This design comes from an exercise in tuning for small area on the open sky130 flow, not from production work. The RTL was checked by simulation tests, not by an equivalence proof against the original design. Power figures rest on the tool's default switching activity, not on a simulated workload.

==> flow/design.v <==
module SD_TOP(
    input      rst_n,
    input      clk,
    input      SD_MISO,
    output     SD_CK,
    output     SD_MOSI,
    output     SD_CSn
);
function [12:0] dec13(input [12:0] x);
    integer i; reg bw;
    begin
        bw = 1'b1;
        for(i = 0; i < 13; i = i + 1)begin
            dec13[i] = x[i] ^ bw;
            bw       = bw & ~x[i];
        end
    end
endfunction
function [5:0] dec6(input [5:0] x);
    integer i; reg bw;
    begin
        bw = 1'b1;
        for(i = 0; i < 6; i = i + 1)begin
            dec6[i] = x[i] ^ bw;
            bw      = bw & ~x[i];
        end
    end
endfunction
function [3:0] dec4(input [3:0] x);
    integer i; reg bw;
    begin
        bw = 1'b1;
        for(i = 0; i < 4; i = i + 1)begin
            dec4[i] = x[i] ^ bw;
            bw      = bw & ~x[i];
        end
    end
endfunction
function [2:0] inc3(input [2:0] x);
    begin
        inc3 = {x[2] ^ (x[1] & x[0]), x[1] ^ x[0], ~x[0]};
    end
endfunction
reg [3:0] dv;
always@(posedge clk or negedge rst_n)begin
    if(!rst_n) dv <= 4'd0;
    else       dv <= dec4(dv);
end
wire rise = (dv == 4'd0);
wire fall = (dv == 4'd8);
assign SD_CK = dv[3];
localparam C0    = 5'd0,   
           W01   = 5'd1,   
           C8    = 5'd2,   
           WA    = 5'd3,   
           C55   = 5'd4,   
           C55W  = 5'd5,   
           A41   = 5'd6,   
           A41W  = 5'd7,   
           C17   = 5'd8,   
           RRESP = 5'd9,   
           RDUM  = 5'd11,  
           RREAD = 5'd13,  
           C24   = 5'd16,  
           WCW   = 5'd17,  
           WCP   = 5'd19,  
           WDATA = 5'd25,  
           WDATF = 5'd27,  
           WDUM  = 5'd29,  
           WFIRE = 5'd31;  
localparam [47:0] CMD0   = {8'h40,8'h00,8'h00,8'h00,8'h00,8'h95};
localparam [47:0] CMD8   = {8'h48,8'h00,8'h00,8'h01,8'haa,8'h87};
localparam [47:0] CMD55  = {8'h77,8'h00,8'h00,8'h00,8'h00,8'hff};
localparam [47:0] ACMD41 = {8'h69,8'h40,8'h00,8'h00,8'h00,8'hff};
localparam [47:0] CMD17  = {8'h51,8'h00,8'h00,8'h00,8'h00,8'hff};
localparam [47:0] CMD24  = {8'h58,8'h00,8'h00,8'h00,8'h00,8'hff};
reg [4:0]  st;
localparam [12:0] MK = 13'd1073;
reg [12:0] mcx;
wire [12:0] mc = mcx ^ MK;
reg [5:0]  rc;
wire       rv = (rc == 6'd63);
reg [3:0]  t;     
reg        mosi,cs;
reg [48:0] cv;
always@(*)begin
    case(st)
        C0     : cv = {CMD0  ,1'b1};
        C8     : cv = {CMD8  ,1'b1};
        C55    : cv = {CMD55 ,1'b1};
        A41    : cv = {ACMD41,1'b1};
        C17    : cv = {CMD17 ,1'b1};
        default: cv = {CMD24 ,1'b1};
    endcase
end
wire hi    = |mc[12:6];
wire pre    = hi | (mc[5] & mc[4] & (|mc[3:0]));
wire cbit   = pre ? 1'b1 : cv[mc[5:0]];
wire wide   = hi | (mc[5] & (mc[4] | (mc[3] & (|mc[2:0])))); 
wire mz     = ~hi & (mc[5:0] == 6'd0);
wire m1     = (mc == 13'd1);
wire [12:0] mcd = dec13(mc);
wire [7:0] wbyte = (mc[12] & mc[5])   ? 8'hfe :
                   (mc[12:4] == 9'd1) ? 8'hff : mc[10:3];
wire wbit = wbyte[mc[2:0]];
wire p00 = (t == 4'b0111);
wire pfe = (t == 4'b1111);
wire b = SD_MISO;
always@(posedge clk or negedge rst_n)begin
    if(!rst_n)begin
        st   <= C0;
        mcx  <= 13'd0;
        rc   <= 6'd0;
        t    <= 4'd0;
        mosi <= 1'b0;
        cs   <= 1'b0;
    end
    else if(fall)begin
        case(st)
            C0,C8,C55,A41,C17,C24:begin
                cs   <= pre;
                mosi <= cbit;
                mcx   <= (mcd) ^ MK;
                if(!pre)begin
                    if(mz)begin
                        mcx <= ((st == C17) ? 13'd128 : 13'd0) ^ MK;
                        st <= (st == C0) ? W01 : (st == C8) ? WA : RRESP;
                    end
                    else if(m1 & (st == C55 | st == A41))begin
                        mcx <= (13'd127) ^ MK;
                        st <= (st == C55) ? C55W : A41W;
                    end
                    else if(m1 & (st == C24))begin
                        mcx <= (13'd2047) ^ MK;
                        st <= WCW;
                    end
                end
            end
            W01:begin
                mosi <= 1'b1;
                cs   <= rv;
                if(rv)begin
                    st <= t[1] ? C8 : C0;
                    mcx <= (t[1] ? 13'd1072 : 13'd1073) ^ MK;
                end
            end
            WA:begin
                if(rv)begin
                    cs <= 1'b1;
                    st <= t[2] ? C55 : C8;
                    mcx <= (t[2] ? 13'd48 : 13'd50) ^ MK;
                end
                else begin
                    cs   <= 1'b0;
                    mosi <= 1'b1;
                end
            end
            C55W:begin
                if(!mz)begin
                    mosi <= 1'b1;
                    mcx   <= (mcd) ^ MK;
                    cs   <= rv & t[1];
                    if(rv & t[1])begin
                        st <= A41;
                        mcx <= (13'd48) ^ MK;
                    end
                end
                else begin
                    cs <= 1'b1;
                    st <= C8;
                    mcx <= (13'd50) ^ MK;
                end
            end
            A41W:begin
                if(!mz)begin
                    cs   <= 1'b0;
                    mosi <= 1'b1;
                    mcx   <= (mcd) ^ MK;
                    if(rv & t[0])begin
                        st <= C17;
                        mcx <= (13'd98) ^ MK;
                    end
                end
                else begin
                    cs <= 1'b1;
                    st <= C8;
                    mcx <= (13'd50) ^ MK;
                end
            end
            RRESP:begin
                if(!mz)begin
                    cs <= 1'b0;
                    mcx <= (mcd) ^ MK;
                    if(p00)begin
                        st <= RDUM;
                        mcx <= (13'd2048) ^ MK;
                    end
                end
                else begin
                    cs <= 1'b1;
                    st <= C17;
                    mcx <= (13'd97) ^ MK;
                end
            end
            RDUM:begin
                if(!mz)begin
                    mcx <= (mcd) ^ MK;
                    if(pfe)begin
                        st <= RREAD;
                        mcx <= (13'd4104) ^ MK;
                    end
                end
                else begin
                    st <= C17;
                    mcx <= (13'd97) ^ MK;
                end
            end
            RREAD:begin
                if(!mz) mcx <= (mcd) ^ MK;
                else begin
                    st <= C24;
                    mcx <= (13'd50) ^ MK;
                end
            end
            WCW:begin
                if(t[3] & wide)begin 
                    st <= WCP;
                    mcx <= (13'd39) ^ MK;
                end
                else if(!mz) mcx <= (mcd) ^ MK;
                else begin
                    st <= C24;
                    mcx <= (13'd49) ^ MK;
                end
            end
            WCP:begin
                if(!mz) mcx <= (mcd) ^ MK;
                else begin
                    st   <= WDATA;
                    mcx   <= (13'd4135) ^ MK;
                    rc   <= 6'd39;
                    cs   <= 1'b1;
                    mosi <= 1'b1;
                end
            end
            WDATA,WDATF:begin
                cs <= 1'b0;
                if(mc[12:4] == 9'd0)begin
                    mosi <= 1'b1;
                    st   <= (st == WDATF | rv) ? WFIRE : WDUM;
                end
                else begin
                    mosi <= wbit;
                    mcx   <= (mcd) ^ MK;
                    st   <= ((st == WDATF | rv) & wbit) ? WDATF : WDATA;
                end
                if(st == WDATF) rc <= (|rc) ? dec6(rc) : rc;
                else            rc <= 6'd39;
            end
            WDUM:begin
                if(rv)begin
                    st <= WFIRE;
                    rc <= 6'd39;
                end
            end
            WFIRE:begin
                rc <= (|rc) ? dec6(rc) : rc;
                if(rc == 6'd0) cs <= 1'b1;
            end
            default:;
        endcase
    end
    else if(rise)begin
        case(st[4:3])
            2'b00:begin 
                if(!mosi)begin
                    rc <= rv ? 6'd63 : 6'd0;
                    t  <= 4'd0;
                end
                else if(!b & ((rc == 6'd0) | rv))begin
                    rc   <= 6'd48;
                    t[0] <= 1'b1;
                end
                else if((rc != 6'd0) & ~rv)begin
                    if(rc != 6'd1)begin
                        rc <= dec6(rc);
                        if(rc >= 6'd43)      t[0] <= t[0] & ~b;
                        else if(rc == 6'd42) begin
                            t[1] <= t[0] &  b;
                            t[0] <= t[0] & ~b;
                        end
                        else if(rc == 6'd21) t[2] <= ~b;
                        else if(rc == 6'd20 | rc == 6'd19) t[2] <= t[2] & ~b;
                        else if(rc == 6'd18) t[2] <= t[2] & b;
                    end
                    else rc <= 6'd63;
                end
                else rc <= 6'd0;
            end
            2'b01:begin 
                if(t[3])begin
                    if(t[2:0] == 3'd7) t <= b ? 4'b1000 : 4'b0001;
                    else if(b)         t <= {1'b1, (t[2:0] == 3'd6) ? 3'd6 : inc3(t[2:0])};
                    else               t <= (t[2:0] == 3'd6) ? 4'b1111 : 4'b0000;
                end
                else begin
                    if(b) t <= 4'b1000;
                    else  t <= {1'b0, (t[2:0] == 3'd7) ? 3'd7 : inc3(t[2:0])};
                end
            end
            2'b10:begin 
                if(!mosi | b) t <= 4'd0;
                else          t <= {1'b0, (t[2:0] == 3'd7) ? 3'd7 : inc3(t[2:0])};
                if(st == WCW & mosi & !b & (t[2:0] == 3'd7)) t[3] <= 1'b1;
            end
            default:begin 
                if(st == WDATA | st == WDUM)begin
                    if(!mosi) t <= 4'd3;
                    else if(t[3])begin
                        if(!b) t <= 4'd8;
                        else if(t[2:0] == 3'd7) rc <= 6'd63; 
                        else t <= {t[3], inc3(t[2:0])};
                    end
                    else begin
                        case(t[2:0])
                            3'd0: t <= b ? 4'd1 : 4'd0;
                            3'd1: t <= b ? 4'd2 : 4'd0;
                            3'd2: t <= b ? 4'd3 : 4'd0;
                            3'd3: t <= b ? 4'd3 : 4'd4;
                            3'd4: t <= b ? 4'd1 : 4'd5;
                            3'd5: t <= b ? 4'd6 : 4'd0;
                            3'd6: t <= b ? 4'd2 : 4'd7;
                            3'd7: t <= b ? 4'd9 : 4'd0;
                        endcase
                    end
                end
            end
        endcase
    end
end
assign SD_MOSI = mosi;
assign SD_CSn  = cs;
endmodule
clock: 10.0 ns
lec_check: 0
abc_area: 1
cap_margin: 20
core_margin: 2
core_utilization: 65
place_density: 0.75
slew_margin: 20
standard.sh (not shown) runs the stock make flow with config.mk's settings and CLKGATE_MAP_FILE= SYNTH_SCRIPT=/design/flow/synth_recipe.tcl, a recipe that flattens the netlist after the stock synthesis.
==> flow/flow/run.sh <==
#!/bin/bash
# Standard ORFS layout, except:
# - synthesis maps the logic with an area-oriented ABC script
#   (flow/abc_area.script, built around ABC's &deepsyn) and leaves adders to
#   ABC instead of mapping them to half/full-adder cells first. The
#   synthesis script itself (synth_recipe.tcl) and every register are
#   unchanged. &deepsyn is a randomised search, so synthesis runs once per
#   seed, in parallel, and the layout continues from the smallest netlist;
# - the port buffers are buf_1 cells;
# - clock tree synthesis uses clkbuf_4 buffers and no dummy loads.
set -euo pipefail
W=$PWD
SEEDS="1 2 3 4 5 6 7 8"
for wave in "1 2 3 4" "5 6 7 8"; do
    for k in $wave; do
        rm -rf "$W/scripts_$k" "$W/orfs_$k"
        cp -r "$FLOW_HOME/scripts" "$W/scripts_$k"
        sed "s/SEED/$k/" "$W/flow/abc_area.script" > "$W/scripts_$k/abc_area.script"
        ( bash standard.sh synth SCRIPTS_DIR="$W/scripts_$k" ADDER_MAP_FILE= \
              WORK_HOME="$W/orfs_$k" > "$W/synth_$k.log" 2>&1 || true ) &
    done
    wait
done
best=""
bestarea=""
for k in $SEEDS; do
    f="$W/orfs_$k/reports/$FLOW_PLATFORM/SD_TOP/base/synth_stat.txt"
    [[ -f "$W/orfs_$k/results/$FLOW_PLATFORM/SD_TOP/base/1_synth.odb" && -f "$f" ]] || continue
    a=$(grep "Chip area" "$f" | awk '{print $NF}')
    echo "seed $k: synthesised area $a" >> "$W/synth_choice.log"
    if [[ -z "$best" ]] || awk -v a="$a" -v b="$bestarea" 'BEGIN{exit !(a < b)}'; then
        best=$k
        bestarea=$a
    fi
done
echo "using seed $best" >> "$W/synth_choice.log"
rm -rf "$W/orfs"
cp -a "$W/orfs_$best" "$W/orfs"
bash standard.sh finish \
    "BUFFER_PORTS_ARGS=-buffer_cell sky130_fd_sc_hd__buf_1" \
    "CTS_ARGS=-sink_clustering_enable -repair_clock_nets -dont_use_dummy_load -root_buf sky130_fd_sc_hd__clkbuf_4 -tree_buf sky130_fd_sc_hd__clkbuf_8 -buf_list sky130_fd_sc_hd__clkbuf_8" \
    > "$W/layout.log" 2>&1
==> flow/flow/abc_area.script <==
strash
dc2
&get -n; &deepsyn -T 300 -S SEED; &put
strash; &get -n; &dch -f; &nf -R 1000; &put
strash; &get -n; &dch -f; &nf -R 1000; &put
topo
dnsize
The first run ran to the end with no violations.
Rerun with:
--- a/flow/design.v
+++ b/flow/design.v
@@ -77,10 +77,10 @@
 reg [4:0]  st;
 localparam [12:0] MK = 13'd1073;
 reg [12:0] mcx;
 wire [12:0] mc = mcx ^ MK;
-reg [5:0]  rc;
-wire       rv = (rc == 6'd63);
+reg [5:0]  rc;    
+reg        rv;
 reg [3:0]  t;     
 reg        mosi,cs;
 reg [48:0] cv;
 always@(*)begin
@@ -110,8 +110,9 @@
     if(!rst_n)begin
         st   <= C0;
         mcx  <= 13'd0;
         rc   <= 6'd0;
+        rv   <= 1'b0;
         t    <= 4'd0;
         mosi <= 1'b0;
         cs   <= 1'b0;
     end
@@ -237,9 +238,9 @@
                 if(!mz) mcx <= (mcd) ^ MK;
                 else begin
                     st   <= WDATA;
                     mcx   <= (13'd4135) ^ MK;
-                    rc   <= 6'd39;
+                    rv   <= 1'b0;
                     cs   <= 1'b1;
                     mosi <= 1'b1;
                 end
             end
@@ -273,16 +274,17 @@
     else if(rise)begin
         case(st[4:3])
             2'b00:begin 
                 if(!mosi)begin
-                    rc <= rv ? 6'd63 : 6'd0;
+                    rc <= 6'd0;
                     t  <= 4'd0;
                 end
-                else if(!b & ((rc == 6'd0) | rv))begin
+                else if(!b & (rc == 6'd0))begin
+                    rv   <= 1'b0;
                     rc   <= 6'd48;
                     t[0] <= 1'b1;
                 end
-                else if((rc != 6'd0) & ~rv)begin
+                else if(rc != 6'd0)begin
                     if(rc != 6'd1)begin
                         rc <= dec6(rc);
                         if(rc >= 6'd43)      t[0] <= t[0] & ~b;
                         else if(rc == 6'd42) begin
@@ -292,11 +294,14 @@
                         else if(rc == 6'd21) t[2] <= ~b;
                         else if(rc == 6'd20 | rc == 6'd19) t[2] <= t[2] & ~b;
                         else if(rc == 6'd18) t[2] <= t[2] & b;
                     end
-                    else rc <= 6'd63;
+                    else begin
+                        rv <= 1'b1;
+                        rc <= 6'd0;
+                    end
                 end
-                else rc <= 6'd0;
+                else rv <= 1'b0;
             end
             2'b01:begin 
                 if(t[3])begin
                     if(t[2:0] == 3'd7) t <= b ? 4'b1000 : 4'b0001;
@@ -314,12 +319,15 @@
                 if(st == WCW & mosi & !b & (t[2:0] == 3'd7)) t[3] <= 1'b1;
             end
             default:begin 
                 if(st == WDATA | st == WDUM)begin
-                    if(!mosi) t <= 4'd3;
+                    if(!mosi)begin
+                        t  <= 4'd3;
+                        rv <= 1'b0;
+                    end
                     else if(t[3])begin
                         if(!b) t <= 4'd8;
-                        else if(t[2:0] == 3'd7) rc <= 6'd63; 
+                        else if(t[2:0] == 3'd7) rv <= 1'b1; 
                         else t <= {t[3], inc3(t[2:0])};
                     end
                     else begin
                         case(t[2:0])
After rerunning: Critical path depth is lower by 3; wire length is higher by 10%; final cell count is higher by 0.52%; worst setup slack improves by 0.98 ns; clock skew climbs by 0.020 ns; power shrinks by 2.8%; final area climbs by 0.54%; clock power goes down by about 0.7%; hold slack improved by 0.012 ns; count of clock-buffer cells in the layout stays the same; non-clock buffer count stays the same; synthesized area climbs by 0.57%.

==> separate check: timing with driven ports <==
Ports are ideal in the flow. The routed layouts listed here were re-timed in OpenROAD.
Step 1 (the two cells are an assumption about what drives the block):
set clk [get_ports {clk}]
set_driving_cell -lib_cell sky130_fd_sc_hd__clkbuf_16 $clk
set_driving_cell -lib_cell sky130_fd_sc_hd__buf_2 [delete_from_list [all_inputs] $clk]
Step 2 times the ports against the registers' clock, not the clock port: input delays grow and output delays shrink by t, the midpoint of the rising clock arrivals with the driver on.
Slacks: ideal / step 1 / step 2; pairs: ideal / step 1.
run	t, ns	setup WS [ns]	hold WS [ns]	worst setup path at the end	worst register clock-pin slew, ns
the first run	0.356	5.687 / 5.690 / 5.333	0.502 / 0.502 / 0.502	input to register	0.11 / 0.11
the second run	0.367	6.671 / 6.671 / 6.531	0.514 / 0.514 / 0.514	input to register	0.12 / 0.12
After both steps setup and hold are still met in every run listed. The setup slack of the first run, which loses most, moves by +0.003 ns with the drivers and by -0.354 ns with both steps.
